This design comes from an exercise in tuning for small area, a short achievable clock period and few clock cycles on the open sky130 flow, not from production work.
Where RTL was checked, it was by simulation tests only, not by an equivalence proof against the original.
The RTL of run 4 was laid out without a check of its function.
Power figures rest on the tool's default switching activity, not on a simulated workload.

<file path="flow/run.sh">
#!/bin/bash
# synth_recipe.tcl (not shown) runs the flow's synth.tcl, then flattens the netlist and writes it again
# the make line also repeats each setting of config.mk as NAME=value (left out here)
make -C /OpenROAD-flow-scripts/flow DESIGN_CONFIG=/design/flow/config.mk WORK_HOME=/design/flow/orfs CLKGATE_MAP_FILE= SYNTH_SCRIPT=/design/flow/synth_recipe.tcl finish
</file>
<file path="flow/config.mk">
export PLATFORM = sky130hd
export DESIGN_NAME = LMFE
export DESIGN_NICKNAME = LMFE
export VERILOG_FILES = /design/flow/design.v
export SDC_FILE = /design/flow/constraint.sdc
export NUM_CORES = 4
export LEC_CHECK = 0
export CAP_MARGIN = 20
export CORE_MARGIN = 2
export CORE_UTILIZATION = 40
export CTS_BUF_LIST = sky130_fd_sc_hd__clkbuf_16
export CTS_CLUSTER_DIAMETER = 60
export CTS_CLUSTER_SIZE = 30
export SETUP_SLACK_MARGIN = 3.0
export SLEW_MARGIN = 20
</file>
<file path="flow/constraint.sdc">
create_clock -name core_clock -period 6.0 [get_ports {clk}]
set_input_delay 1.2000 -clock core_clock [delete_from_list [all_inputs] [get_ports {clk}]]
set_output_delay 1.2000 -clock core_clock [all_outputs]
set_load 0.01 [all_outputs]
</file>
<file path="flow/design.v">
module LMFE ( clk, reset, Din, in_en, busy, out_valid, Dout, mem_cen, mem_wen, mem_addr, mem_d, mem_q);
input   clk;
input   reset;
input   in_en;
output  busy;
output  out_valid;
input   [7:0]  Din;
output  [7:0]  Dout;
output  mem_cen;
output  mem_wen;
output  [9:0]  mem_addr;
output  [7:0]  mem_d;
input   [7:0]  mem_q;
localparam S_PRE = 2'd0, S_RUN = 2'd1, S_FIN = 2'd2;
reg  [1:0]  state;
reg  [14:0] ldpos;       
reg  [2:0]  k;           
reg         busy_r, outv_r, cen_r, wen_r, seldin_r, accf;
reg  [9:0]  addr_r;
reg  [7:0]  din_r, dout_r;
assign busy      = busy_r;
assign out_valid = outv_r;
assign Dout      = dout_r;
assign mem_cen   = cen_r;
assign mem_wen   = wen_r;
assign mem_addr  = addr_r;
assign mem_d     = din_r;
wire [7:0] row6  = ldpos[14:7];
wire [6:0] ldcol = ldpos[6:0];
wire run = (state == S_RUN);
wire pre = (state == S_PRE);
wire [8:0] rr = {1'b0, row6} + {6'b0, k} - 9'd6;
wire rr_ok = ~rr[8] & ~rr[7];
  reg [7:0] P0;
  reg [7:0] P1;
  reg [7:0] P2;
  reg [7:0] P3;
  reg [7:0] P4;
  reg [7:0] P5;
  reg [7:0] P6;
  reg [7:0] P7;
  reg [7:0] P8;
  reg [7:0] P9;
  reg [7:0] P10;
  reg [7:0] P11;
  reg [7:0] P12;
  reg [7:0] P13;
  reg [7:0] P14;
  reg [7:0] P15;
  reg [7:0] P16;
  reg [7:0] P17;
  reg [7:0] P18;
  reg [7:0] P19;
  reg [7:0] P20;
  reg [7:0] P21;
  reg [7:0] P22;
  reg [7:0] P23;
  reg [7:0] P24;
  reg [7:0] P25;
  reg [7:0] P26;
  reg [7:0] P27;
  reg [7:0] P28;
  reg [7:0] P29;
  reg [7:0] P30;
  reg [7:0] P31;
  reg [7:0] P32;
  reg [7:0] P33;
  reg [7:0] P34;
  reg [7:0] P35;
  reg [7:0] P36;
  reg [7:0] P37;
  reg [7:0] P38;
  reg [7:0] P39;
  reg [7:0] P40;
  reg [7:0] P41;
  reg [7:0] P42;
  reg [7:0] P43;
  reg [7:0] P44;
  reg [7:0] P45;
  reg [7:0] P46;
  reg [7:0] P47;
  reg [7:0] P48;
  reg [7:0] P49;
  reg [7:0] P50;
  reg [7:0] P51;
  reg [7:0] P52;
  reg [7:0] P53;
  reg [7:0] P54;
  reg [7:0] P55;
  reg [7:0] P56;
  reg [7:0] P57;
  reg [7:0] P58;
  reg [7:0] P59;
  reg [7:0] P60;
  reg [7:0] P61;
  reg [7:0] P62;
wire [7:0] bus = seldin_r ? (in_en ? Din : 8'd0) : (cen_r ? 8'd0 : mem_q);
reg  [7:0] bus_rot;
always @(*) begin
  case (k)
      3'd0: bus_rot = {bus[7], bus[5], bus[4], bus[3], bus[2], bus[1], bus[0], bus[6]};
      3'd1: bus_rot = {bus[7], bus[1], bus[0], bus[6], bus[5], bus[4], bus[3], bus[2]};
      3'd2: bus_rot = {bus[7], bus[4], bus[3], bus[2], bus[1], bus[0], bus[6], bus[5]};
      3'd3: bus_rot = {bus[7], bus[0], bus[6], bus[5], bus[4], bus[3], bus[2], bus[1]};
      3'd4: bus_rot = {bus[7], bus[3], bus[2], bus[1], bus[0], bus[6], bus[5], bus[4]};
      3'd5: bus_rot = {bus[7], bus[6], bus[5], bus[4], bus[3], bus[2], bus[1], bus[0]};
      3'd6: bus_rot = {bus[7], bus[2], bus[1], bus[0], bus[6], bus[5], bus[4], bus[3]};
    default: bus_rot = bus;
  endcase
end
always @(posedge clk) begin
    P0 <= bus_rot;
    P1 <= P0;
    P2 <= P1;
    P3 <= P2;
    P4 <= P3;
    P5 <= P4;
    P6 <= P5;
    P7 <= P6;
    P8 <= P7;
    P9 <= P8;
    P10 <= P9;
    P11 <= P10;
    P12 <= P11;
    P13 <= P12;
    P14 <= P13;
    P15 <= P14;
    P16 <= P15;
    P17 <= P16;
    P18 <= P17;
    P19 <= P18;
    P20 <= P19;
    P21 <= P20;
    P22 <= P21;
    P23 <= P22;
    P24 <= P23;
    P25 <= P24;
    P26 <= P25;
    P27 <= P26;
    P28 <= P27;
    P29 <= P28;
    P30 <= P29;
    P31 <= P30;
    P32 <= P31;
    P33 <= P32;
    P34 <= P33;
    P35 <= P34;
    P36 <= P35;
    P37 <= P36;
    P38 <= P37;
    P39 <= P38;
    P40 <= P39;
    P41 <= P40;
    P42 <= P41;
    P43 <= P42;
    P44 <= P43;
    P45 <= P44;
    P46 <= P45;
    P47 <= P46;
    P48 <= P47;
    P49 <= P48;
    P50 <= P49;
    P51 <= P50;
    P52 <= P51;
    P53 <= P52;
    P54 <= P53;
    P55 <= P54;
    P56 <= P55;
    P57 <= P56;
    P58 <= P57;
    P59 <= P58;
    P60 <= P59;
    P61 <= P60;
    P62 <= P61;
end
wire [6:0] fcn = ldcol - 7'd3;      
reg  [6:0] colact;                  
reg  [4:0] k0;                      
always @(*) begin
  case (fcn)
    7'd0:   begin colact = 7'b0001111; k0 = 5'd4;  end
    7'd1:   begin colact = 7'b0011111; k0 = 5'd11; end
    7'd2:   begin colact = 7'b0111111; k0 = 5'd18; end
    7'd125: begin colact = 7'b1111110; k0 = 5'd18; end
    7'd126: begin colact = 7'b1111100; k0 = 5'd11; end
    7'd127: begin colact = 7'b1111000; k0 = 5'd4;  end
    default: begin colact = 7'b1111111; k0 = 5'd25; end
  endcase
end
wire [48:0] msb;
  assign msb[0] = P0[7];
  assign msb[1] = P1[7];
  assign msb[2] = P2[7];
  assign msb[3] = P3[7];
  assign msb[4] = P4[7];
  assign msb[5] = P5[7];
  assign msb[6] = P6[7];
  assign msb[7] = P7[7];
  assign msb[8] = P8[7];
  assign msb[9] = P9[7];
  assign msb[10] = P10[7];
  assign msb[11] = P11[7];
  assign msb[12] = P12[7];
  assign msb[13] = P13[7];
  assign msb[14] = P14[7];
  assign msb[15] = P15[7];
  assign msb[16] = P16[7];
  assign msb[17] = P17[7];
  assign msb[18] = P18[7];
  assign msb[19] = P19[7];
  assign msb[20] = P20[7];
  assign msb[21] = P21[7];
  assign msb[22] = P22[7];
  assign msb[23] = P23[7];
  assign msb[24] = P24[7];
  assign msb[25] = P25[7];
  assign msb[26] = P26[7];
  assign msb[27] = P27[7];
  assign msb[28] = P28[7];
  assign msb[29] = P29[7];
  assign msb[30] = P30[7];
  assign msb[31] = P31[7];
  assign msb[32] = P32[7];
  assign msb[33] = P33[7];
  assign msb[34] = P34[7];
  assign msb[35] = P35[7];
  assign msb[36] = P36[7];
  assign msb[37] = P37[7];
  assign msb[38] = P38[7];
  assign msb[39] = P39[7];
  assign msb[40] = P40[7];
  assign msb[41] = P41[7];
  assign msb[42] = P42[7];
  assign msb[43] = P43[7];
  assign msb[44] = P44[7];
  assign msb[45] = P45[7];
  assign msb[46] = P46[7];
  assign msb[47] = P47[7];
  assign msb[48] = P48[7];
reg  [2:0] ccr;                            
reg  [2:0] CC0, CC1, CC2, CC3, CC4, CC5;    
reg  [5:0] sreg;                           
reg  [6:0] colact_n;                      
reg  [4:0] k0_n;
reg  [2:0] ccsel;
always @(*) begin
  case (k)
    3'd1:    ccsel = colact_n[2] ? CC1 : 3'd0;
    3'd2:    ccsel = colact_n[3] ? CC2 : 3'd0;
    3'd3:    ccsel = colact_n[4] ? CC3 : 3'd0;
    3'd4:    ccsel = colact_n[5] ? CC4 : 3'd0;
    3'd5:    ccsel = colact_n[6] ? CC5 : 3'd0;
    3'd6:    ccsel = colact_n[0] ? ccr : 3'd0;
    default: ccsel = 3'd0;
  endcase
end
wire [5:0] sbase = (k == 3'd1) ? (colact_n[1] ? {3'b0, CC0} : 6'd0) : sreg;
always @(posedge clk) begin
  ccr <= ((k == 3'd0) ? 3'd0 : ccr) + {2'b0, ~bus[7]};
  if (k == 3'd0) begin
    CC0 <= ccr; CC1 <= CC0; CC2 <= CC1; CC3 <= CC2; CC4 <= CC3; CC5 <= CC4;
  end
  sreg <= sbase + {3'b0, ccsel};
  if (k == 3'd0) begin
    colact_n <= colact;
    k0_n     <= k0;
  end
end
wire e7 = colact_n[0] & ~msb[0];               
wire [5:0] z7 = sreg + {5'b0, e7};
wire lt0 = (sreg < {1'b0, k0_n});
wire lt1 = (sreg < {1'b0, k0_n} - 6'd1);
wire d7 = e7 ? lt1 : lt0;                       
wire [5:0] minit = d7 ? (z7 - {1'b0, k0_n}) : (6'd0 - {1'b0, k0_n});
wire [48:0] act;
  assign act[0] = colact_n[0];
  assign act[1] = colact_n[0];
  assign act[2] = colact_n[0];
  assign act[3] = colact_n[0];
  assign act[4] = colact_n[0];
  assign act[5] = colact_n[0];
  assign act[6] = colact_n[0];
  assign act[7] = colact_n[1];
  assign act[8] = colact_n[1];
  assign act[9] = colact_n[1];
  assign act[10] = colact_n[1];
  assign act[11] = colact_n[1];
  assign act[12] = colact_n[1];
  assign act[13] = colact_n[1];
  assign act[14] = colact_n[2];
  assign act[15] = colact_n[2];
  assign act[16] = colact_n[2];
  assign act[17] = colact_n[2];
  assign act[18] = colact_n[2];
  assign act[19] = colact_n[2];
  assign act[20] = colact_n[2];
  assign act[21] = colact_n[3];
  assign act[22] = colact_n[3];
  assign act[23] = colact_n[3];
  assign act[24] = colact_n[3];
  assign act[25] = colact_n[3];
  assign act[26] = colact_n[3];
  assign act[27] = colact_n[3];
  assign act[28] = colact_n[4];
  assign act[29] = colact_n[4];
  assign act[30] = colact_n[4];
  assign act[31] = colact_n[4];
  assign act[32] = colact_n[4];
  assign act[33] = colact_n[4];
  assign act[34] = colact_n[4];
  assign act[35] = colact_n[5];
  assign act[36] = colact_n[5];
  assign act[37] = colact_n[5];
  assign act[38] = colact_n[5];
  assign act[39] = colact_n[5];
  assign act[40] = colact_n[5];
  assign act[41] = colact_n[5];
  assign act[42] = colact_n[6];
  assign act[43] = colact_n[6];
  assign act[44] = colact_n[6];
  assign act[45] = colact_n[6];
  assign act[46] = colact_n[6];
  assign act[47] = colact_n[6];
  assign act[48] = colact_n[6];
wire [48:0] finit = act & ~(msb ^ {49{d7}});
wire init = run & (k == 3'd0);
wire [61:0] tap;
  assign tap[0] = P0[0];
  assign tap[1] = P1[3];
  assign tap[2] = P2[6];
  assign tap[3] = P3[2];
  assign tap[4] = P4[5];
  assign tap[5] = P5[1];
  assign tap[6] = P6[4];
  assign tap[7] = P7[0];
  assign tap[8] = P8[3];
  assign tap[9] = P9[6];
  assign tap[10] = P10[2];
  assign tap[11] = P11[5];
  assign tap[12] = P12[1];
  assign tap[13] = P13[4];
  assign tap[14] = P14[0];
  assign tap[15] = P15[3];
  assign tap[16] = P16[6];
  assign tap[17] = P17[2];
  assign tap[18] = P18[5];
  assign tap[19] = P19[1];
  assign tap[20] = P20[4];
  assign tap[21] = P21[0];
  assign tap[22] = P22[3];
  assign tap[23] = P23[6];
  assign tap[24] = P24[2];
  assign tap[25] = P25[5];
  assign tap[26] = P26[1];
  assign tap[27] = P27[4];
  assign tap[28] = P28[0];
  assign tap[29] = P29[3];
  assign tap[30] = P30[6];
  assign tap[31] = P31[2];
  assign tap[32] = P32[5];
  assign tap[33] = P33[1];
  assign tap[34] = P34[4];
  assign tap[35] = P35[0];
  assign tap[36] = P36[3];
  assign tap[37] = P37[6];
  assign tap[38] = P38[2];
  assign tap[39] = P39[5];
  assign tap[40] = P40[1];
  assign tap[41] = P41[4];
  assign tap[42] = P42[0];
  assign tap[43] = P43[3];
  assign tap[44] = P44[6];
  assign tap[45] = P45[2];
  assign tap[46] = P46[5];
  assign tap[47] = P47[1];
  assign tap[48] = P48[4];
  assign tap[49] = P49[0];
  assign tap[50] = P50[3];
  assign tap[51] = P51[6];
  assign tap[52] = P52[2];
  assign tap[53] = P53[5];
  assign tap[54] = P54[1];
  assign tap[55] = P55[4];
  assign tap[56] = P56[0];
  assign tap[57] = P57[3];
  assign tap[58] = P58[6];
  assign tap[59] = P59[2];
  assign tap[60] = P60[5];
  assign tap[61] = P61[1];
wire [62:0] tapl;
  assign tapl[0] = 1'b0;
  assign tapl[1] = P1[0];
  assign tapl[2] = P2[3];
  assign tapl[3] = P3[6];
  assign tapl[4] = P4[2];
  assign tapl[5] = P5[5];
  assign tapl[6] = P6[1];
  assign tapl[7] = P7[4];
  assign tapl[8] = P8[0];
  assign tapl[9] = P9[3];
  assign tapl[10] = P10[6];
  assign tapl[11] = P11[2];
  assign tapl[12] = P12[5];
  assign tapl[13] = P13[1];
  assign tapl[14] = P14[4];
  assign tapl[15] = P15[0];
  assign tapl[16] = P16[3];
  assign tapl[17] = P17[6];
  assign tapl[18] = P18[2];
  assign tapl[19] = P19[5];
  assign tapl[20] = P20[1];
  assign tapl[21] = P21[4];
  assign tapl[22] = P22[0];
  assign tapl[23] = P23[3];
  assign tapl[24] = P24[6];
  assign tapl[25] = P25[2];
  assign tapl[26] = P26[5];
  assign tapl[27] = P27[1];
  assign tapl[28] = P28[4];
  assign tapl[29] = P29[0];
  assign tapl[30] = P30[3];
  assign tapl[31] = P31[6];
  assign tapl[32] = P32[2];
  assign tapl[33] = P33[5];
  assign tapl[34] = P34[1];
  assign tapl[35] = P35[4];
  assign tapl[36] = P36[0];
  assign tapl[37] = P37[3];
  assign tapl[38] = P38[6];
  assign tapl[39] = P39[2];
  assign tapl[40] = P40[5];
  assign tapl[41] = P41[1];
  assign tapl[42] = P42[4];
  assign tapl[43] = P43[0];
  assign tapl[44] = P44[3];
  assign tapl[45] = P45[6];
  assign tapl[46] = P46[2];
  assign tapl[47] = P47[5];
  assign tapl[48] = P48[1];
  assign tapl[49] = P49[4];
  assign tapl[50] = P50[0];
  assign tapl[51] = P51[3];
  assign tapl[52] = P52[6];
  assign tapl[53] = P53[2];
  assign tapl[54] = P54[5];
  assign tapl[55] = P55[1];
  assign tapl[56] = P56[4];
  assign tapl[57] = P57[0];
  assign tapl[58] = P58[3];
  assign tapl[59] = P59[6];
  assign tapl[60] = P60[2];
  assign tapl[61] = P61[5];
  assign tapl[62] = P62[1];
reg  [62:0] F0;
reg  [5:0] M0;
reg  [6:0] R0;
reg  [62:0] F1;
reg  [5:0] M1;
reg  [6:0] R1;
wire [62:0] Flast = F1;
wire [5:0] mlast = M1;
wire [6:0] Rlast = R1;
wire [61:0] xc = F0[61:0] & ~tap;
wire [6:0] y;
wire [5:0] mfirst = M0;
  wire c0_1;
  wire c0_2;
  assign c0_1 = xc[0] ^ xc[1] ^ xc[2];
  assign c0_2 = (xc[0] & xc[1]) | (xc[0] & xc[2]) | (xc[1] & xc[2]);
  wire c0_3;
  wire c0_4;
  assign c0_3 = xc[3] ^ xc[4] ^ xc[5];
  assign c0_4 = (xc[3] & xc[4]) | (xc[3] & xc[5]) | (xc[4] & xc[5]);
  wire c0_5;
  wire c0_6;
  assign c0_5 = xc[6] ^ xc[7] ^ xc[8];
  assign c0_6 = (xc[6] & xc[7]) | (xc[6] & xc[8]) | (xc[7] & xc[8]);
  wire c0_7;
  wire c0_8;
  assign c0_7 = xc[9] ^ xc[10] ^ xc[11];
  assign c0_8 = (xc[9] & xc[10]) | (xc[9] & xc[11]) | (xc[10] & xc[11]);
  wire c0_9;
  wire c0_10;
  assign c0_9 = xc[12] ^ xc[13] ^ xc[14];
  assign c0_10 = (xc[12] & xc[13]) | (xc[12] & xc[14]) | (xc[13] & xc[14]);
  wire c0_11;
  wire c0_12;
  assign c0_11 = xc[15] ^ xc[16] ^ xc[17];
  assign c0_12 = (xc[15] & xc[16]) | (xc[15] & xc[17]) | (xc[16] & xc[17]);
  wire c0_13;
  wire c0_14;
  assign c0_13 = xc[18] ^ xc[19] ^ xc[20];
  assign c0_14 = (xc[18] & xc[19]) | (xc[18] & xc[20]) | (xc[19] & xc[20]);
  wire c0_15;
  wire c0_16;
  assign c0_15 = xc[21] ^ xc[22] ^ xc[23];
  assign c0_16 = (xc[21] & xc[22]) | (xc[21] & xc[23]) | (xc[22] & xc[23]);
  wire c0_17;
  wire c0_18;
  assign c0_17 = xc[24] ^ xc[25] ^ xc[26];
  assign c0_18 = (xc[24] & xc[25]) | (xc[24] & xc[26]) | (xc[25] & xc[26]);
  wire c0_19;
  wire c0_20;
  assign c0_19 = xc[27] ^ xc[28] ^ xc[29];
  assign c0_20 = (xc[27] & xc[28]) | (xc[27] & xc[29]) | (xc[28] & xc[29]);
  wire c0_21;
  wire c0_22;
  assign c0_21 = xc[30] ^ xc[31] ^ xc[32];
  assign c0_22 = (xc[30] & xc[31]) | (xc[30] & xc[32]) | (xc[31] & xc[32]);
  wire c0_23;
  wire c0_24;
  assign c0_23 = xc[33] ^ xc[34] ^ xc[35];
  assign c0_24 = (xc[33] & xc[34]) | (xc[33] & xc[35]) | (xc[34] & xc[35]);
  wire c0_25;
  wire c0_26;
  assign c0_25 = xc[36] ^ xc[37] ^ xc[38];
  assign c0_26 = (xc[36] & xc[37]) | (xc[36] & xc[38]) | (xc[37] & xc[38]);
  wire c0_27;
  wire c0_28;
  assign c0_27 = xc[39] ^ xc[40] ^ xc[41];
  assign c0_28 = (xc[39] & xc[40]) | (xc[39] & xc[41]) | (xc[40] & xc[41]);
  wire c0_29;
  wire c0_30;
  assign c0_29 = xc[42] ^ xc[43] ^ xc[44];
  assign c0_30 = (xc[42] & xc[43]) | (xc[42] & xc[44]) | (xc[43] & xc[44]);
  wire c0_31;
  wire c0_32;
  assign c0_31 = xc[45] ^ xc[46] ^ xc[47];
  assign c0_32 = (xc[45] & xc[46]) | (xc[45] & xc[47]) | (xc[46] & xc[47]);
  wire c0_33;
  wire c0_34;
  assign c0_33 = xc[48] ^ xc[49] ^ xc[50];
  assign c0_34 = (xc[48] & xc[49]) | (xc[48] & xc[50]) | (xc[49] & xc[50]);
  wire c0_35;
  wire c0_36;
  assign c0_35 = xc[51] ^ xc[52] ^ xc[53];
  assign c0_36 = (xc[51] & xc[52]) | (xc[51] & xc[53]) | (xc[52] & xc[53]);
  wire c0_37;
  wire c0_38;
  assign c0_37 = xc[54] ^ xc[55] ^ xc[56];
  assign c0_38 = (xc[54] & xc[55]) | (xc[54] & xc[56]) | (xc[55] & xc[56]);
  wire c0_39;
  wire c0_40;
  assign c0_39 = xc[57] ^ xc[58] ^ xc[59];
  assign c0_40 = (xc[57] & xc[58]) | (xc[57] & xc[59]) | (xc[58] & xc[59]);
  wire c0_41;
  wire c0_42;
  assign c0_41 = xc[60] ^ xc[61] ^ mfirst[0];
  assign c0_42 = (xc[60] & xc[61]) | (xc[60] & mfirst[0]) | (xc[61] & mfirst[0]);
  wire c0_43;
  wire c0_44;
  assign c0_43 = c0_1 ^ c0_3 ^ c0_5;
  assign c0_44 = (c0_1 & c0_3) | (c0_1 & c0_5) | (c0_3 & c0_5);
  wire c0_45;
  wire c0_46;
  assign c0_45 = c0_7 ^ c0_9 ^ c0_11;
  assign c0_46 = (c0_7 & c0_9) | (c0_7 & c0_11) | (c0_9 & c0_11);
  wire c0_47;
  wire c0_48;
  assign c0_47 = c0_13 ^ c0_15 ^ c0_17;
  assign c0_48 = (c0_13 & c0_15) | (c0_13 & c0_17) | (c0_15 & c0_17);
  wire c0_49;
  wire c0_50;
  assign c0_49 = c0_19 ^ c0_21 ^ c0_23;
  assign c0_50 = (c0_19 & c0_21) | (c0_19 & c0_23) | (c0_21 & c0_23);
  wire c0_51;
  wire c0_52;
  assign c0_51 = c0_25 ^ c0_27 ^ c0_29;
  assign c0_52 = (c0_25 & c0_27) | (c0_25 & c0_29) | (c0_27 & c0_29);
  wire c0_53;
  wire c0_54;
  assign c0_53 = c0_31 ^ c0_33 ^ c0_35;
  assign c0_54 = (c0_31 & c0_33) | (c0_31 & c0_35) | (c0_33 & c0_35);
  wire c0_55;
  wire c0_56;
  assign c0_55 = c0_37 ^ c0_39 ^ c0_41;
  assign c0_56 = (c0_37 & c0_39) | (c0_37 & c0_41) | (c0_39 & c0_41);
  wire c0_57;
  wire c0_58;
  assign c0_57 = c0_2 ^ c0_4 ^ c0_6;
  assign c0_58 = (c0_2 & c0_4) | (c0_2 & c0_6) | (c0_4 & c0_6);
  wire c0_59;
  wire c0_60;
  assign c0_59 = c0_8 ^ c0_10 ^ c0_12;
  assign c0_60 = (c0_8 & c0_10) | (c0_8 & c0_12) | (c0_10 & c0_12);
  wire c0_61;
  wire c0_62;
  assign c0_61 = c0_14 ^ c0_16 ^ c0_18;
  assign c0_62 = (c0_14 & c0_16) | (c0_14 & c0_18) | (c0_16 & c0_18);
  wire c0_63;
  wire c0_64;
  assign c0_63 = c0_20 ^ c0_22 ^ c0_24;
  assign c0_64 = (c0_20 & c0_22) | (c0_20 & c0_24) | (c0_22 & c0_24);
  wire c0_65;
  wire c0_66;
  assign c0_65 = c0_26 ^ c0_28 ^ c0_30;
  assign c0_66 = (c0_26 & c0_28) | (c0_26 & c0_30) | (c0_28 & c0_30);
  wire c0_67;
  wire c0_68;
  assign c0_67 = c0_32 ^ c0_34 ^ c0_36;
  assign c0_68 = (c0_32 & c0_34) | (c0_32 & c0_36) | (c0_34 & c0_36);
  wire c0_69;
  wire c0_70;
  assign c0_69 = c0_38 ^ c0_40 ^ c0_42;
  assign c0_70 = (c0_38 & c0_40) | (c0_38 & c0_42) | (c0_40 & c0_42);
  wire c0_71;
  wire c0_72;
  assign c0_71 = c0_43 ^ c0_45 ^ c0_47;
  assign c0_72 = (c0_43 & c0_45) | (c0_43 & c0_47) | (c0_45 & c0_47);
  wire c0_73;
  wire c0_74;
  assign c0_73 = c0_49 ^ c0_51 ^ c0_53;
  assign c0_74 = (c0_49 & c0_51) | (c0_49 & c0_53) | (c0_51 & c0_53);
  wire c0_75;
  wire c0_76;
  assign c0_75 = c0_44 ^ c0_46 ^ c0_48;
  assign c0_76 = (c0_44 & c0_46) | (c0_44 & c0_48) | (c0_46 & c0_48);
  wire c0_77;
  wire c0_78;
  assign c0_77 = c0_50 ^ c0_52 ^ c0_54;
  assign c0_78 = (c0_50 & c0_52) | (c0_50 & c0_54) | (c0_52 & c0_54);
  wire c0_79;
  wire c0_80;
  assign c0_79 = c0_56 ^ c0_57 ^ c0_59;
  assign c0_80 = (c0_56 & c0_57) | (c0_56 & c0_59) | (c0_57 & c0_59);
  wire c0_81;
  wire c0_82;
  assign c0_81 = c0_61 ^ c0_63 ^ c0_65;
  assign c0_82 = (c0_61 & c0_63) | (c0_61 & c0_65) | (c0_63 & c0_65);
  wire c0_83;
  wire c0_84;
  assign c0_83 = c0_67 ^ c0_69 ^ mfirst[1];
  assign c0_84 = (c0_67 & c0_69) | (c0_67 & mfirst[1]) | (c0_69 & mfirst[1]);
  wire c0_85;
  wire c0_86;
  assign c0_85 = c0_58 ^ c0_60 ^ c0_62;
  assign c0_86 = (c0_58 & c0_60) | (c0_58 & c0_62) | (c0_60 & c0_62);
  wire c0_87;
  wire c0_88;
  assign c0_87 = c0_64 ^ c0_66 ^ c0_68;
  assign c0_88 = (c0_64 & c0_66) | (c0_64 & c0_68) | (c0_66 & c0_68);
  wire c0_89;
  wire c0_90;
  assign c0_89 = c0_70 ^ mfirst[2];
  assign c0_90 = c0_70 & mfirst[2];
  wire c0_91;
  wire c0_92;
  assign c0_91 = c0_71 ^ c0_73 ^ c0_55;
  assign c0_92 = (c0_71 & c0_73) | (c0_71 & c0_55) | (c0_73 & c0_55);
  wire c0_93;
  wire c0_94;
  assign c0_93 = c0_72 ^ c0_74 ^ c0_75;
  assign c0_94 = (c0_72 & c0_74) | (c0_72 & c0_75) | (c0_74 & c0_75);
  wire c0_95;
  wire c0_96;
  assign c0_95 = c0_77 ^ c0_79 ^ c0_81;
  assign c0_96 = (c0_77 & c0_79) | (c0_77 & c0_81) | (c0_79 & c0_81);
  wire c0_97;
  wire c0_98;
  assign c0_97 = c0_76 ^ c0_78 ^ c0_80;
  assign c0_98 = (c0_76 & c0_78) | (c0_76 & c0_80) | (c0_78 & c0_80);
  wire c0_99;
  wire c0_100;
  assign c0_99 = c0_82 ^ c0_84 ^ c0_85;
  assign c0_100 = (c0_82 & c0_84) | (c0_82 & c0_85) | (c0_84 & c0_85);
  wire c0_101;
  wire c0_102;
  assign c0_101 = c0_87 ^ c0_89;
  assign c0_102 = c0_87 & c0_89;
  wire c0_103;
  wire c0_104;
  assign c0_103 = c0_86 ^ c0_88 ^ c0_90;
  assign c0_104 = (c0_86 & c0_88) | (c0_86 & c0_90) | (c0_88 & c0_90);
  wire c0_105;
  wire c0_106;
  assign c0_105 = c0_92 ^ c0_93 ^ c0_95;
  assign c0_106 = (c0_92 & c0_93) | (c0_92 & c0_95) | (c0_93 & c0_95);
  wire c0_107;
  wire c0_108;
  assign c0_107 = c0_94 ^ c0_96 ^ c0_97;
  assign c0_108 = (c0_94 & c0_96) | (c0_94 & c0_97) | (c0_96 & c0_97);
  wire c0_109;
  wire c0_110;
  assign c0_109 = c0_99 ^ c0_101;
  assign c0_110 = c0_99 & c0_101;
  wire c0_111;
  wire c0_112;
  assign c0_111 = c0_98 ^ c0_100 ^ c0_102;
  assign c0_112 = (c0_98 & c0_100) | (c0_98 & c0_102) | (c0_100 & c0_102);
  wire c0_113;
  wire c0_114;
  assign c0_113 = c0_103 ^ mfirst[3];
  assign c0_114 = c0_103 & mfirst[3];
  reg [14:0] pr0;
  always @(posedge clk) pr0 <= {mfirst[5], mfirst[4], c0_104, c0_114, c0_112, c0_113, c0_111, c0_110, c0_108, c0_109, c0_107, c0_106, c0_83, c0_105, c0_91};
  wire cz_1;
  wire cz_2;
  assign cz_1 = pr0[3] ^ pr0[4] ^ pr0[5];
  assign cz_2 = (pr0[3] & pr0[4]) | (pr0[3] & pr0[5]) | (pr0[4] & pr0[5]);
  wire cz_3;
  wire cz_4;
  assign cz_3 = pr0[6] ^ pr0[7] ^ pr0[8];
  assign cz_4 = (pr0[6] & pr0[7]) | (pr0[6] & pr0[8]) | (pr0[7] & pr0[8]);
  wire cz_5;
  wire cz_6;
  assign cz_5 = pr0[10] ^ pr0[11] ^ pr0[12];
  assign cz_6 = (pr0[10] & pr0[11]) | (pr0[10] & pr0[12]) | (pr0[11] & pr0[12]);
  wire cz_7;
  wire cz_8;
  assign cz_7 = cz_2 ^ cz_3 ^ pr0[9];
  assign cz_8 = (cz_2 & cz_3) | (cz_2 & pr0[9]) | (cz_3 & pr0[9]);
  wire cz_9;
  wire cz_10;
  assign cz_9 = cz_4 ^ cz_5 ^ pr0[13];
  assign cz_10 = (cz_4 & cz_5) | (cz_4 & pr0[13]) | (cz_5 & pr0[13]);
  wire cz_11;
  wire cz_12;
  assign cz_11 = cz_10 ^ cz_6 ^ pr0[14];
  assign cz_12 = (cz_10 & cz_6) | (cz_10 & pr0[14]) | (cz_6 & pr0[14]);
  wire [6:0] ya = {cz_12, cz_11, cz_8, cz_7, cz_1, pr0[1], pr0[0]};
  wire [6:0] yb = {1'b0, 1'b0, cz_9, 1'b0, 1'b0, pr0[2], 1'b0};
  assign y = ya + yb;
wire d = ~y[6];
wire [62:0] Fu = Flast & ~(tapl ^ {63{d}});
always @(posedge clk) begin
  F1 <= {F0[61:0], 1'b0};
  M1 <= M0;
  R1 <= R0;
  if (init) begin
    F0 <= {{(63-50){1'b0}}, finit, 1'b0};
    M0 <= minit;
    R0 <= {6'b0, d7};
    dout_r <= {Rlast, d};
  end else begin
    F0 <= {Fu[61:0], 1'b0};
    M0 <= d ? y[5:0] : mlast;
    R0 <= {Rlast[5:0], d};
  end
end
always @(posedge clk or posedge reset) begin
  if (reset) begin
    state    <= S_PRE;
    ldpos    <= 15'd0;
    k        <= 3'd0;
    busy_r   <= 1'b0;
    outv_r   <= 1'b0;
    cen_r    <= 1'b1;
    wen_r    <= 1'b1;
    seldin_r <= 1'b0;
  end else begin
    outv_r   <= 1'b0;
    seldin_r <= 1'b0;
    case (state)
      S_PRE: begin
        busy_r <= 1'b0;
        cen_r  <= ~in_en;
        wen_r  <= 1'b0;
        if (in_en) begin
          ldpos <= ldpos + 15'd1;
          if (ldpos == 15'd383) begin
            state    <= S_RUN;
            k        <= 3'd0;
            seldin_r <= 1'b1;
          end
        end
      end
      S_RUN: begin
        k        <= (k == 3'd6) ? 3'd0 : k + 3'd1;
        busy_r   <= ~((k == 3'd6) && (ldpos < 15'd16383));
        seldin_r <= (k == 3'd6);
        if (k == 3'd6) begin
          cen_r <= ~accf;
          wen_r <= 1'b0;
          ldpos <= ldpos + 15'd1;
        end else begin
          cen_r <= ~rr_ok;
          wen_r <= 1'b1;
        end
        if (k == 3'd0) begin
          outv_r <= (ldpos >= 15'd390);
          if (ldpos == 15'd16773) state <= S_FIN;
        end
      end
      default: begin
        busy_r <= 1'b1;
        cen_r  <= 1'b1;
        wen_r  <= 1'b1;
      end
    endcase
  end
end
always @(posedge clk) begin
  if ((pre || (run && k == 3'd0)) && in_en) din_r <= Din;
  if (run && k == 3'd0) accf <= in_en;
  if (pre || (run && k == 3'd6)) addr_r <= ldpos[9:0];
  else if (run) addr_r <= {rr[2:0], ldcol};
end
endmodule
</file>
==> results of run 1 <==
==> layer usage <==
metal,track usage,up-vias,wire (um)
li1,-,5380,-
met1,0.175,5358,17200
met2,0.222,189,17300
met3,0.0228,53,1310
met4,0.0428,0,908
met5,0,-,0
==> cell usage in the layout (no fill, tap or decap), drive strengths merged, types with 19 or more instances in the layout <==
cell           netlist  layout
o21ai               69      69
a21oi               34      34
fa                  62      62
and3                19      19
clkdlybuf4s50        0      48
nor2b               47      47
nor2                45      46
dfxtp              635     635
xor2                66      66
clkbuf              14      45
dfrtp               23      23
inv                 97     111
xnor2               71      71
nand3               73      73
edfxtp              55      55
ha                  56      56
buf                 28      27
nand2b              22      22
nand2               42      42
==> path summary, 6_finish.rpt <==
kind / end / slack (ns) / cells after the start
worst max register to register: pr0[1] / 2.84 / 9
worst min register to register: P8[6] / 0.30 / 0
max in group asynchronous: k[2] / 4.16 / 2
worst max-delay path: pr0[1] / 2.84 / 9
min in group asynchronous: ldpos[12] / 1.14 / 2
worst min-delay path: P8[6] / 0.30 / 0
==> per-stage QoR <==
stage / hold WS, ns / instance area, um^2
after floorplan: 0.310 / 21600
after global placement: 0.310 / 22800
after detailed placement: 0.312 / 22800
after CTS: 0.299 / 24400
after global routing: 0.303 / 24900
final: 0.299 / 24900
==> logic make-up (layout without fill, tap and decap cells) <==
family	after synthesis	after routing
DFF	715	715
adders and majority gates	118	118
buffers and inverters	140	245
xor gates and xnor gates	137	137
AOI/OAI and AO/OA	177	177
and+or+nand+nor	298	299
muxes	11	11
==> power by group <==
part | switching (mW) | internal, mW | leakage [nW] | total [mW]
Clock | 1.61 | 1.35 | 0.635 | 2.96
Sequential | 0.125 | 5.02 | 6.08 | 5.14
Combinational | 0.177 | 0.178 | 3.34 | 0.355
Total | 1.91 | 6.54 | 10.1 | 8.45
==> critical path: stages, from the launching register on <==
cell	delay, ns
dfxtp_2	0.34
nand2b_4	0.14
fa_1	0.56
inv_2	0.05
fa_2	0.56
inv_2	0.04
fa_2	0.35
fa_1	0.49
inv_1	0.06
fa_1	0.47
==> sequential cells by signal, summed over array words and instances, names as in the netlist, 10 cells and up <==
register,flops
F0,61
addr_r,10
F1,59
ldpos,15
pr0,14
==> cell type report <==
type,count,area [um^2],share of cell area
inverters,98,378,0.0152
well taps,696,871,0.0350
clock buffers,40,1000,0.0402
flip-flops and latches,715,15000,0.604
clock inverters,27,308,0.0124
multi-input cells,742,6310,0.254
repair buffers,80,982,0.0395
==> timing repair <==
action,4_1_cts,5_1_grt
pin swaps,30,89
gates cloned,6,5
hold buffers,0,0
endpoints found under the hold margin,0,0
gates resized for setup,50,97
buffers inserted,7,11
setup endpoints to repair,77,74
==> impl_metrics.tcl, run 1 <==
set metrics [dict create \
    wl_mm 36.7 \
    area_growth_syn_to_layout_pct 15.4 \
    drcViolationCount 0 \
    tritoncts "done" \
    synth_enable_flop_cells 55 \
    timing.hold.worst.class "reg -> reg" \
    detailed_route_via_count 11000 \
    fin_tns_setup_ns 0 \
    global_route.overflow_total 0 \
    predominant_post_synthesis_flop_cell "dfxtp_1" \
    timing.critical_path.from "P30[6]" \
    globalplace.congestion 0.840 \
    postSynthCellCount 1596 \
    detail_route.first_pass.iterations 5 \
    tritoncts.num_buffers 39 \
    maximum_number_of_pins_on_one_net_before_global_route_repair 80 \
    status "complete, no violations" \
    timing.final.crit_period_ns 3.16 \
    critical_path_class "reg -> reg" \
    place_hpwl_mm 23.6 \
    synthDominantAreaCellType "dfxtp_1" \
    slew_headroom 0.345 \
    placed_cells_incl_taps 2302 \
    maxClockFrequency_ghz 0.317 \
    drtAntennaViolNets 0 \
    synth.yosys.seq_area_share 0.695 \
    placement.io_buffers 48 \
    grt_first_pass_wirelength_mm 59.0 \
    total_power_mw 8.45 \
    setup.worst_path.start_class "register" \
    clk_pin_slew_ns 0.10 \
    max-cap-violations 0 \
    syn-num-nets 1733 \
    finalNetCount 1813 \
    h-tree-depth 2 \
    yosys.area_share.xor_xnor 0.0557 \
    detailedRoute.firstIterationViolations 521 \
    synth_commonest_cells "635 x dfxtp_1, 96 x inv_1, 73 x nand3_1" \
    synth_seq_cells 715 \
    rows 85 \
    synthMostInstantiatedCell "dfxtp_1" \
    placeableCoreArea_um2 53600 \
    synthDominantCellAreaShare 0.590 \
    post_route_cells_drive_above_1_share 0.120 \
    routed_via_density 4.58 \
    place_worst_setup_slack_ns 2.32 \
    floorplan.die.width_um 236 \
    clock_skew_ns 0.0300 \
    critPathArrivalTime_ns 3.62 \
    ys_async_sr_fraction 0.0350 \
    antenna_cells_inserted 0 \
    setup_repair_after_global_routing_missed_its_margin "yes" \
    cts_num_sinks 715 \
    pwr_density_cell_nw_per_um2 340 \
    synth_top_family_by_area "adder cells" \
    worstHoldStart "P7[6]" \
    start_util 0.402 \
    post_route_utilization 0.464 \
    grt_antenna_before_repair 0 \
    global_route.usage.total 0.133 \
    timing.critical_path.to_type "register" \
    leakage_power_total_nw 10.1 \
    yosysWarningCount 1 \
    yosys-mux-area-fraction 0.00528 \
    fp.dieArea_um2 55800 \
    post_synthesis_share_of_cell_area_spent_on_and_or_nand_and_nor_gates 0.0732 \
    synth-compound-area-share 0.0515 \
    synth_top_area_cells "dfxtp_1 59%, edfxtp_1 7.7%, fa_1 5.8%" \
    clock_latency_ns 0.58 \
    grt_pass1_vias 11200 \
    cts.root.buffer_cell "clkbuf_16" \
    final_hold_viol_count 0 \
    max_slew.worst_pin.slew_ns 0.982 \
    num_io_pins 49 \
    max-vdd-ir-drop_v 0.000253 \
    mappedNetlistArea_um2 21600 \
    finalWorstSetupSlack_ns 2.84 \
    yosys.area_share.adder 0.0901 \
    slew_violations 0 \
    cts.path.max_buffers 3 \
    critPathRequiredTime_ns 6.46 \
    final-instance-count-excl-fill 2398 \
    largest_fanout_on_the_critical_path 2 \
    finalCritPeriodShare 0.526 \
    finalSetupViolCount 0 \
    rr_startpoint "P30[6]" \
    die_h_um 236 \
    nFillCells 4797 \
    synth.distinct_cells 67 \
    routedWlPerCell_um 15.3 \
    post_synth.cell_area_avg_um2 13.5 \
]
Testbench counts, summed over its fixed seeds: cycles 1,381,296.
==> inputs of run 2 (changes only) <==
--- a/flow/config.mk
+++ b/flow/config.mk
@@ -11,5 +11,5 @@
 export CTS_BUF_LIST = sky130_fd_sc_hd__clkbuf_16
 export CTS_CLUSTER_DIAMETER = 60
 export CTS_CLUSTER_SIZE = 30
-export SETUP_SLACK_MARGIN = 3.0
+export SETUP_SLACK_MARGIN = 2.7
 export SLEW_MARGIN = 20
==> run 2 against run 1 <==
Against the previous run: still clean; first-iteration DRC count up 12%; die area unchanged; critical path depth down 2; final cell count down 0.88%; count of clock-buffer cells in the layout down 1; global-route usage down 0.32 points; non-clock buffer count down 22; core utilization down 1.2 points; clock power up 4%; sequential cell count unchanged; largest cell class unchanged.
==> impl_metrics.tcl, run 2 <==
set metrics [dict create \
    worst_path_most_repeated_cell "fa_1" \
    switching_power_mw 1.99 \
    tritoncts "done" \
    cts.root.buffer_cell "clkbuf_16" \
    largest_register_ffs 61 \
    synth_commonest_cells "635 x dfxtp_1, 96 x inv_1, 73 x nand3_1" \
    final_hold_viol_count 0 \
    maxClockFrequency_ghz 0.312 \
    critPathArrivalTime_ns 3.73 \
    synthDominantCellAreaShare 0.590 \
    reg_top3 "F0 (61), F1 (59), ldpos (15)" \
    synthMostInstantiatedCell "dfxtp_1" \
    nFillCells 4895 \
    status "complete, no violations" \
    globalplace.congestion 0.833 \
    critical_path_class "reg -> reg" \
    share_seq_of_total_power 0.599 \
    max-vdd-ir-drop_v 0.000251 \
    slew_headroom 0.366 \
    synth_seq_cells 715 \
    pwr_density_cell_nw_per_um2 354 \
    global_route.overflow_total 0 \
    post_route_cells_drive_above_1_share 0.0696 \
    setup.worst_path.start_class "register" \
    synth_top_area_cells "dfxtp_1 59%, edfxtp_1 7.7%, fa_1 5.8%" \
    synth.yosys.seq_area_share 0.695 \
    cts_hold_buffers 0 \
    post_synth.cell_area_avg_um2 13.5 \
    finalSetupViolCount 0 \
    largest_fanout_on_the_critical_path 2 \
    internal_power_mw 6.59 \
    tritoncts.num_buffers 38 \
    maximum_number_of_pins_on_one_net_before_global_route_repair 66 \
    critPathRequiredTime_ns 6.53 \
    h-tree-depth 2 \
    drtAntennaViolNets 0 \
    max-cap-violations 0 \
    mostFrequentLayoutCells "630 x dfxtp_1, 95 x inv_1, 73 x nand3_1" \
    mappedNetlistArea_um2 21600 \
    grt_pass1_vias 11100 \
    timing.final.crit_period_ns 3.20 \
    routedWlPerCell_um 14.9 \
    wl_mm 35.5 \
    timing.critical_path.to_type "register" \
    placeableCoreArea_um2 53600 \
    cts_num_sinks 715 \
    detail_route.first_pass.iterations 4 \
    rows 85 \
    syn-num-nets 1733 \
    antenna_cells_inserted 0 \
    detailed_route_via_count 10800 \
    area_growth_syn_to_layout_pct 12.5 \
    synth.distinct_cells 67 \
    slew_violations 0 \
    synth_enable_flop_cells 55 \
    largest_register "F0" \
    post_route_utilization 0.452 \
    timing.hold.worst.class "reg -> reg" \
    grt_first_pass_wirelength_mm 57.9 \
    max_slew.worst_pin.slew_ns 0.945 \
    drcViolationCount 0 \
    fin_tns_setup_ns 0 \
    mostFrequentLayoutCell "dfxtp_1" \
    finalCritPeriodShare 0.534 \
    finalNetCount 1790 \
    yosysWarningCount 1 \
    cts.path.max_buffers 3 \
    share_clk_of_total_power 0.359 \
    combinational_group_share_of_total_power 0.042 \
    critical_path.cell_chain "nand2b_1 > fa_1 > fa_2 > fa_1 > fa_1 > inv_1 > fa_1" \
    fp.dieArea_um2 55800 \
    cp_slowest_stage_delay_ns 0.61 \
    setup_repair_after_global_routing_missed_its_margin "yes" \
    synthDominantAreaCellType "dfxtp_1" \
    clock_latency_ns 0.59 \
    place_hpwl_mm 24.3 \
    clock_skew_ns 0.0248 \
    detailedRoute.firstIterationViolations 582 \
    start_util 0.402 \
    postSynthCellCount 1596 \
    predominant_post_synthesis_flop_cell "dfxtp_1" \
    leakage_power_total_nw 9.93 \
    clk_pin_slew_ns 0.10 \
    global_route.usage.total 0.129 \
    num_io_pins 49 \
    routed_via_density 4.54 \
    grt_antenna_before_repair 0 \
    die_h_um 236 \
    ys_async_sr_fraction 0.0350 \
    critical_path.slowest_cell "fa_2" \
    placement.io_buffers 48 \
    floorplan.die.width_um 236 \
    netSwitchingFraction 0.232 \
]
==> run 2: cell counts after synthesis <==
Identical to the previous run, type by type.
==> run 2: cell families (layout without fill, tap and decap cells) <==
| logic type | Yosys count | after routing | share of synthesized area |
|---|---|---|---|
| AO/OA/AOI/OAI | 177 | 177 | 0.0515 |
| AND/OR/NAND/NOR | 298 | 299 | 0.0732 |
| flip-flops | 715 | 715 | 0.695 |
| adder cells (fa/ha/maj) | 118 | 118 | 0.0901 |
| buffers and inverters | 140 | 224 | 0.0288 |
| multiplexers | 11 | 11 | 0.00528 |
| XOR/XNOR | 137 | 137 | 0.0557 |
==> run 2: worst paths after layout <==
path	from	to	slack (ns)	cells past startpoint
worst max register to register	P3[2]	pr0[1]	2.80	7
worst max-delay path	P3[2]	pr0[1]	2.80	7
min in group asynchronous	reset	k[2]	1.01	2
worst min-delay path	P43[5]	P44[5]	0.31	0
max in group asynchronous	reset	k[0]	4.50	2
worst min register to register	P43[5]	P44[5]	0.31	0
==> run 2: area by class of cell <==
cell class / count / area, um^2 / share of cell area
repair buffers: 58 / 584 / 0.0241
clock inverters: 29 / 419 / 0.0173
well taps: 696 / 871 / 0.0359
flip-flops and latches: 715 / 15000 / 0.619
multi-input cells: 742 / 6020 / 0.248
inverters: 98 / 372 / 0.0153
clock buffers: 39 / 976 / 0.0402
==> run 2: power groups by stage <==
stage	sequential (mW)	clock [mW]	combinational, mW
CTS	5.15	3.19	0.359
finish	5.14	3.08	0.356
detailed placement	5.25	0	0.355
floorplan	5.21	0	0.246
global placement	5.25	0	0.348
global route	5.17	3.35	0.394
==> run 2: worst max-delay path, delay by kind of cell (launching register included) <==
kind	cells	cell delay [ns]
adder cells (fa/ha/maj)	5	2.60
flip-flops	1	0.32
buffers and inverters	1	0.05
AND/OR/NAND/NOR	1	0.16
==> run 2: timing repair <==
action | 4_1_cts | 5_1_grt
gates cloned | 1 | 0
setup endpoints to repair | 54 | 75
resized for setup | 5 | 30
pin swaps | 3 | 5
setup buffers | 0 | 5
==> run 2: through the flow <==
stage	std cells	total power [mW]	setup slack (ns)	instance area (um^2)	hold slack (ns)
finish	2377	8.58	2.80	24200	0.314
global route	2377	8.92	2.63	24200	0.310
CTS	2372	8.69	2.67	24100	0.312
detailed placement	2303	5.61	2.47	22700	0.312
global placement	2303	5.60	2.54	22700	0.310
floorplan	1596	5.46	2.85	21600	0.310
==> run 2: routing by layer <==
layer / part of all wire / up-vias / GRT usage
met3: 0.037 / 50 / 0.0232
li1: - / 5359 / -
met4: 0.023 / 0 / 0.0432
met2: 0.47 / 165 / 0.215
met1: 0.47 / 5207 / 0.171
met5: 0 / - / 0
==> inputs of run 3 (changes only) <==
==> flow/flow/run.sh (new file) <==
#!/bin/bash
# The standard layout (the standard.sh, unchanged synthesis script and
# settings from config.mk), except that Yosys does not extract full-adder
# cells: with ADDER_MAP_FILE empty, ORFS's synth.tcl skips extract_fa, so ABC
# maps the adder trees from plain gates (faster than sky130 fa_1 cells).
# Registers are unaffected.
set -euo pipefail
export ADDER_MAP_FILE=
bash standard.sh > standard.log 2>&1
==> flow/standard.sh (new file) <==
#!/bin/bash
# synth_recipe.tcl (not shown) runs the flow's synth.tcl, then flattens the netlist and writes it again
# the make line also repeats each setting of config.mk as NAME=value (left out here)
make -C /OpenROAD-flow-scripts/flow DESIGN_CONFIG=/design/flow/config.mk WORK_HOME=/design/flow/orfs CLKGATE_MAP_FILE= SYNTH_SCRIPT=/design/flow/synth_recipe.tcl "${@:-finish}"
removed: flow/run.sh
==> run 3 against run 2 <==
Against the previous run: non-clock buffer count fell by 4; sequential cell count did not move; power fell by 1.2%; clock skew rose by 0.0092 ns; cell area fell by 0.74%; register-to-register slack improved by 0.13 ns; critical path depth rose by 3; sequential share of layout area rose by 0.42 points; critical path type unchanged.
==> impl_metrics.tcl, run 3 <==
set metrics [dict create \
    clock_skew_ns 0.0340 \
    grt_first_pass_wirelength_mm 57.3 \
    nFillCells 4780 \
    grt_pass1_vias 11000 \
    timing.hold.worst.class "reg -> reg" \
    reg_top3 "F0 (61), F1 (59), ldpos (15)" \
    syn-num-nets 1638 \
    detailed_route_via_count 11000 \
    postSynthCellCount 1619 \
    h-tree-depth 2 \
    mostFrequentLayoutCell "dfxtp_1" \
    rows 85 \
    switching_power_mw 1.92 \
    grt_antenna_before_repair 0 \
    share_seq_of_total_power 0.608 \
    tritoncts.num_buffers 39 \
    largest_register_ffs 61 \
    synth.distinct_cells 65 \
    place_hpwl_mm 22.8 \
    antenna_cells_inserted 0 \
    max-cap-violations 0 \
    area_growth_syn_to_layout_pct 11.7 \
    post_route_utilization 0.450 \
    netSwitchingFraction 0.226 \
    placement.io_buffers 48 \
    largest_register "F0" \
    detail_route.first_pass.iterations 4 \
    internal_power_mw 6.56 \
    placeableCoreArea_um2 53500 \
    final_hold_viol_count 0 \
    synth_seq_cells 715 \
    drtAntennaViolNets 0 \
    share_clk_of_total_power 0.363 \
    drcViolationCount 0 \
    critPathArrivalTime_ns 3.52 \
    worstHoldPathCells 0 \
    globalplace.congestion 0.793 \
    synth_enable_flop_cells 55 \
    clock_latency_ns 0.61 \
    wl_mm 35.4 \
    timing.final.crit_period_ns 3.08 \
    place_worst_setup_slack_ns 2.43 \
    cts.root.buffer_cell "clkbuf_16" \
    finalCritPeriodShare 0.513 \
    dpl_cell_area_um2 22600 \
    combinational_group_share_of_total_power 0.029 \
    timing.critical_path.to_type "register" \
    status "complete, no violations" \
    final_design_area_no_fill_um2 24100 \
    fin_tns_setup_ns 0 \
    ys_async_sr_fraction 0.0350 \
    post_synth.cell_area_avg_um2 13.3 \
    final-instance-count-excl-fill 2377 \
    critPathRequiredTime_ns 6.45 \
    max-vdd-ir-drop_v 0.000201 \
    synth_commonest_cells "635 x dfxtp_1, 146 x xnor2_1, 104 x xor2_1" \
    post_route_cells_drive_above_1_share 0.0553 \
    die_h_um 236 \
    global_route.usage.total 0.129 \
    finalWorstSetupSlack_ns 2.92 \
    floorplan.die.width_um 236 \
    finalSetupViolCount 0 \
    fp.dieArea_um2 55700 \
    total_power_mw 8.48 \
    slew_headroom 0.320 \
    synthDominantAreaCellType "dfxtp_1" \
    routed_via_density 4.64 \
    yosysWarningCount 1 \
    clk_pin_slew_ns 0.09 \
    global_route.overflow_total 0 \
    synthMostInstantiatedCell "dfxtp_1" \
    maximum_number_of_pins_on_one_net_before_global_route_repair 81 \
    synth_top_area_cells "dfxtp_1 59%, edfxtp_1 7.7%, xnor2_1 5.9%" \
    largest_fanout_on_the_critical_path 15 \
    synthDominantCellAreaShare 0.590 \
    max_slew.worst_pin.slew_ns 1.02 \
    synth.yosys.seq_area_share 0.696 \
    predominant_post_synthesis_flop_cell "dfxtp_1" \
    routedWlPerCell_um 14.9 \
    setup_repair_after_global_routing_missed_its_margin "no" \
    placed_cells_incl_taps 2304 \
    mappedNetlistArea_um2 21500 \
    worst_r2r_path_depth 10 \
    num_io_pins 49 \
    cts_num_sinks 715 \
    mostFrequentLayoutCells "635 x dfxtp_1, 146 x xnor2_1, 104 x xor2_1" \
    leakage_power_total_nw 9.54 \
    maxClockFrequency_ghz 0.325 \
    detailedRoute.firstIterationViolations 645 \
    slew_violations 0 \
    fin_hold_ws_ns 0.312 \
    critical_path_class "reg -> reg" \
    start_util 0.403 \
    setup.worst_path.start_class "register" \
    tritoncts "done" \
    pwr_density_cell_nw_per_um2 352 \
    finalNetCount 1672 \
    cts.path.max_buffers 3 \
]
==> run 3: logic make-up (layout without fill, tap and decap cells) <==
kind of cell,Yosys count,in the layout,synth area share
compound gates,192,192,0.0655
xor+xnor,264,264,0.116
fa+ha+maj,53,53,0.0247
buf+inv,83,143,0.0186
flops,715,715,0.696
mux,14,14,0.00650
simple gates,298,300,0.0727
==> run 3: area by class of cell <==
cell class / instances / area, um^2 / share of cell area
flip-flops and latches: 715 / 15000 / 0.623
repair buffers: 54 / 533 / 0.0221
inverters: 20 / 75.1 / 0.00312
clock inverters: 30 / 427 / 0.0177
well taps: 696 / 871 / 0.0362
clock buffers: 39 / 976 / 0.0405
multi-input cells: 823 / 6190 / 0.257
==> run 3: worst paths after layout <==
check | start | to | slack, ns
max in group asynchronous | reset | k[1] | 4.54
worst max-delay path | k0_n[1] | M0[2] | 2.92
worst min-delay path | P42[6] | P43[6] | 0.31
worst min register to register | P42[6] | P43[6] | 0.31
min in group asynchronous | reset | ldpos[5] | 1.00
worst max register to register | k0_n[1] | M0[2] | 2.92
==> run 3: power by group through the flow <==
stage	clock network, mW	logic (mW)	registers [mW]
floorplan	0	0.169	5.21
global placement	0	0.246	5.26
detailed placement	0	0.250	5.26
CTS	3.19	0.251	5.16
global route	3.37	0.277	5.18
finish	3.08	0.249	5.15
==> run 3: critical path, cell delays in order (launching register included) <==
cell      delay, ns
edfxtp_1       0.57
nand2b_1       0.28
a31oi_1        0.12
maj3_1         0.38
maj3_2         0.31
o211ai_1       0.17
buf_4          0.18
and3_4         0.38
mux2i_1        0.29
xnor2_1        0.15
mux2i_1        0.08
==> run 3: layer usage <==
layer  share of wire  global-route usage  vias to the layer above
met4           0.025              0.0473                        0
met2            0.47               0.216                      169
met1            0.46               0.166                     5290
met3           0.039              0.0233                       50
li1                -                   -                     5513
met5               0                   0                        -
==> run 3: what timing repair did <==
| action | 4_1_cts | 5_1_grt |
|---|---|---|
| hold buffers | 0 | 0 |
| buffers inserted | 2 | 0 |
| gates cloned | 2 | 0 |
| pin swaps | 2 | 0 |
| gates resized for setup | 4 | 3 |
| setup endpoints to repair | 54 | 38 |
==> inputs of run 4 (changes only) <==
--- a/flow/design.v
+++ b/flow/design.v
@@ -255,12 +255,13 @@
   endcase
 end
 wire [5:0] sbase = (k == 3'd1) ? (colact_n[1] ? {3'b0, CC0} : 6'd0) : sreg;
+wire [5:0] snext = sbase + {3'b0, ccsel};
 always @(posedge clk) begin
   ccr <= ((k == 3'd0) ? 3'd0 : ccr) + {2'b0, ~bus[7]};
   if (k == 3'd0) begin
     CC0 <= ccr; CC1 <= CC0; CC2 <= CC1; CC3 <= CC2; CC4 <= CC3; CC5 <= CC4;
   end
-  sreg <= sbase + {3'b0, ccsel};
+  sreg <= snext;
   if (k == 3'd0) begin
     colact_n <= colact;
     k0_n     <= k0;
@@ -268,8 +269,11 @@
 end
 wire e7 = colact_n[0] & ~msb[0];               
 wire [5:0] z7 = sreg + {5'b0, e7};
-wire lt0 = (sreg < {1'b0, k0_n});
-wire lt1 = (sreg < {1'b0, k0_n} - 6'd1);
+reg lt0, lt1;
+always @(posedge clk) begin
+  lt0 <= (snext < {1'b0, k0_n});
+  lt1 <= (snext < {1'b0, k0_n} - 6'd1);
+end
 wire d7 = e7 ? lt1 : lt0;                       
 wire [5:0] minit = d7 ? (z7 - {1'b0, k0_n}) : (6'd0 - {1'b0, k0_n});
 wire [48:0] act;
==> run 4 against run 3 <==
Against the previous run: sequential cell count up 2; final cell count up 3.2%; global-route usage up 0.42 points; routed wire length up 3.9%; synthesized cell count up 3.0%; critical path type unchanged; first-iteration DRC count down 15%; fmax down 4.2%; die area up 0.11%; sequential power about the same; highest routed layer unchanged; core utilization up 0.50 points; via count up 2.9%.
==> impl_metrics.tcl, run 4 <==
set metrics [dict create \
    synthDominantCellAreaShare 0.591 \
    synth_top_family_by_area "XOR/XNOR gates" \
    grt_antenna_before_repair 1 \
    place_hpwl_mm 24.0 \
    drtAntennaViolNets 0 \
    clk_pin_slew_ns 0.10 \
    start_util 0.402 \
    finalWorstSetupSlack_ns 2.79 \
    wl_mm 36.8 \
    grt_pass1_vias 11300 \
    largest_register "F0" \
    total_power_mw 8.48 \
    postSynthCellCount 1667 \
    clock_skew_ns 0.0319 \
    yosys.area_share.xor_xnor 0.115 \
    clock_latency_ns 0.59 \
    global_route.usage.total 0.133 \
    synthDominantAreaCellType "dfxtp_1" \
    rows 85 \
    final-instance-count-excl-fill 2454 \
    mostFrequentLayoutCell "dfxtp_1" \
    synth.yosys.seq_area_share 0.697 \
    fin_tns_setup_ns 0 \
    max_slew.worst_pin.slew_ns 0.912 \
    globalplace.congestion 0.805 \
    yosys.area_share.adder 0.0229 \
    placement.io_buffers 48 \
    finalCritPeriodShare 0.535 \
    area_growth_syn_to_layout_pct 13.1 \
    synth_enable_flop_cells 55 \
    cts_num_sinks 717 \
    synth.distinct_cells 74 \
    slew_violations 0 \
    reg_top3 "F0 (61), F1 (59), ldpos (15)" \
    place_worst_setup_slack_ns 2.15 \
    maximum_number_of_pins_on_one_net_before_global_route_repair 80 \
    synth-compound-area-share 0.0553 \
    synthMostInstantiatedCell "dfxtp_1" \
    fp.dieArea_um2 55800 \
    maxClockFrequency_ghz 0.312 \
    die_h_um 236 \
    h-tree-depth 2 \
    tritoncts "done" \
    floorplan.die.width_um 236 \
    drcViolationCount 0 \
    worstReg2RegEnd "lt1" \
    mappedNetlistArea_um2 21600 \
    rrSetupSlack_ns 2.79 \
    post_synthesis_share_of_cell_area_spent_on_and_or_nand_and_nor_gates 0.0838 \
    mostFrequentLayoutCells "637 x dfxtp_1, 192 x xnor2_1, 124 x nand2_1" \
    largest_fanout_on_the_critical_path 6 \
    status "complete, no violations" \
    critPathArrivalTime_ns 3.66 \
    ys_async_sr_fraction 0.0349 \
    detailedRoute.firstIterationViolations 547 \
    cts_hold_buffers 0 \
    global_route.overflow_total 0 \
    post_synth.cell_area_avg_um2 12.9 \
    predominant_post_synthesis_flop_cell "dfxtp_1" \
    critPathRequiredTime_ns 6.45 \
    finalSetupViolCount 0 \
    slew_headroom 0.388 \
    yosys-mux-area-fraction 0.0118 \
    pwr_density_cell_nw_per_um2 348 \
    placeableCoreArea_um2 53600 \
    setup.worst_path.start_class "register" \
    timing.hold.worst.class "reg -> reg" \
    detail_route.first_pass.iterations 5 \
    detailed_route_via_count 11300 \
    rr_startpoint "colact_n[6]" \
    final_hold_viol_count 0 \
    synth_seq_cells 717 \
    routedWlPerCell_um 15.0 \
    setup_repair_after_global_routing_missed_its_margin "no" \
    final_design_area_no_fill_um2 24400 \
    timing.critical_path.to_type "register" \
    max-vdd-ir-drop_v 0.000277 \
    cts.root.buffer_cell "clkbuf_16" \
    timing.critical_path.from "colact_n[6]" \
    yosysWarningCount 1 \
    tritoncts.num_buffers 38 \
    worstHoldStart "P30[4]" \
    timing.final.crit_period_ns 3.21 \
    num_io_pins 49 \
    cp-endpoint "lt1" \
    largest_register_ffs 61 \
    finalNetCount 1750 \
    worst_r2r_path_depth 10 \
    syn-num-nets 1686 \
    synth_commonest_cells "637 x dfxtp_1, 192 x xnor2_1, 126 x nand2_1" \
    critical_path_class "reg -> reg" \
    grt_first_pass_wirelength_mm 59.2 \
    max-cap-violations 0 \
    leakage_power_total_nw 9.24 \
    dpl_cell_area_um2 22800 \
    nFillCells 4841 \
    placed_cells_incl_taps 2365 \
    synth_top_area_cells "dfxtp_1 59%, xnor2_1 7.8%, edfxtp_1 7.7%" \
    cts.path.max_buffers 3 \
    post_route_cells_drive_above_1_share 0.0711 \
    routed_via_density 4.62 \
]
==> run 4: cell count changes after synthesis, sizes merged, moves of 9 or more <==
| cell | delta |
|---|---|
| a21o | -10 |
| nand2 | +65 |
| nand2b | -9 |
| a32o | -40 |
| o21ai | +11 |
| nor2 | +10 |
| xnor2 | +46 |
| xor2 | -60 |
| o22ai | +52 |
==> run 4: report_power, final <==
| part | switching (mW) | leakage, nW | total [mW] | internal [mW] |
|---|---|---|---|---|
| Sequential | 0.136 | 6.08 | 5.17 | 5.03 |
| Clock | 1.66 | 0.664 | 3.06 | 1.39 |
| Combinational | 0.115 | 2.49 | 0.261 | 0.146 |
==> run 4: worst min path at each step <==
stage	end	slack, ns	cells past startpoint
after floorplan	M1[5]	0.31	0
after global placement	P21[3]	0.31	0
after detailed placement	P12[0]	0.31	0
after CTS	P37[1]	0.33	0
after global routing	P58[2]	0.33	0
final	P31[4]	0.32	0
==> run 4: final cells by class <==
type	instances	area, um^2	share of cell area
antenna	1	2.50	0.000103
clock buffer	39	976	0.0400
clock inverter	27	379	0.0155
inverter	25	97.6	0.00400
multi-input combinational	878	6350	0.260
sequential	717	15000	0.617
tap	696	871	0.0357
timing repair buffer	70	662	0.0271
timing repair inverter	1	5.00	0.000205
==> run 4: stage by stage <==
step,hold slack [ns],util
after floorplan,0.310,-
after global placement,0.310,0.425
after detailed placement,0.312,0.425
after CTS,0.326,0.451
after global routing,0.333,0.455
final,0.322,0.455
==> run 4: timing repair <==
item                                    CTS  global route
pin swaps                                 1             4
buffers inserted                          2            16
endpoints found under the setup margin   95            52
gates cloned                              4             0
gates resized for setup                  10             9
==> run 4: critical path, cell delays in order (launching register included) <==
cell and delay [ns]:
edfxtp_1 0.51, and4b_4 0.26, a222oi_1 0.33, buf_4 0.19, nand3_1 0.15, maj3_2 0.38, maj3_2 0.38, xnor2_4 0.26
nand2_2 0.14, a2111oi_4 0.38, o32ai_1 0.12
==> run 4: per-layer routing <==
layer / vias up / GRT usage / share of wire
met3: 75 / 0.0260 / 0.038
met5: - / 0 / 0
li1: 5705 / - / -
met1: 5341 / 0.172 / 0.47
met2: 223 / 0.222 / 0.47
met4: 0 / 0.0458 / 0.030
==> run 4: cell families (layout without fill, tap and decap cells) <==
logic type | after synthesis | after routing
compound gates | 186 | 188
buf+inv | 75 | 162
flops | 717 | 717
fa+ha+maj | 49 | 49
simple gates | 363 | 363
xor+xnor | 254 | 254
mux | 23 | 24
other cells | 0 | 1

## what the ideal ports hide
Ports are ideal in the flow. The routed layouts listed here were re-timed in OpenROAD. Step 1, drivers: a clkbuf_16 drives clk and a buf_2 each remaining input, both assumed. Step 2 times the ports against the registers' clock, not the clock port: input delays grow and output delays shrink by t, the midpoint of the rising clock arrivals with the driver on. a / b / c = ideal ports / drivers / drivers and shift; a / b = the first two.
run	t (ns)	setup slack, ns	worst setup path at the end	latest minus earliest clock arrival (ns)
run 1	0.619	2.843 / 2.843 / 2.525	input to register	0.031 / 0.032
run 2	0.627	2.797 / 2.797 / 2.473	input to register	0.027 / 0.027
run 3	0.647	2.924 / 2.924 / 2.577	input to register	0.035 / 0.035
run 4	0.627	2.790 / 2.790 / 2.621	input to register	0.033 / 0.033
After both steps setup and hold are still met in every run listed. For run 3, which loses most, drivers alone change the setup slack by 0.000 ns; drivers and shift together by -0.347 ns.
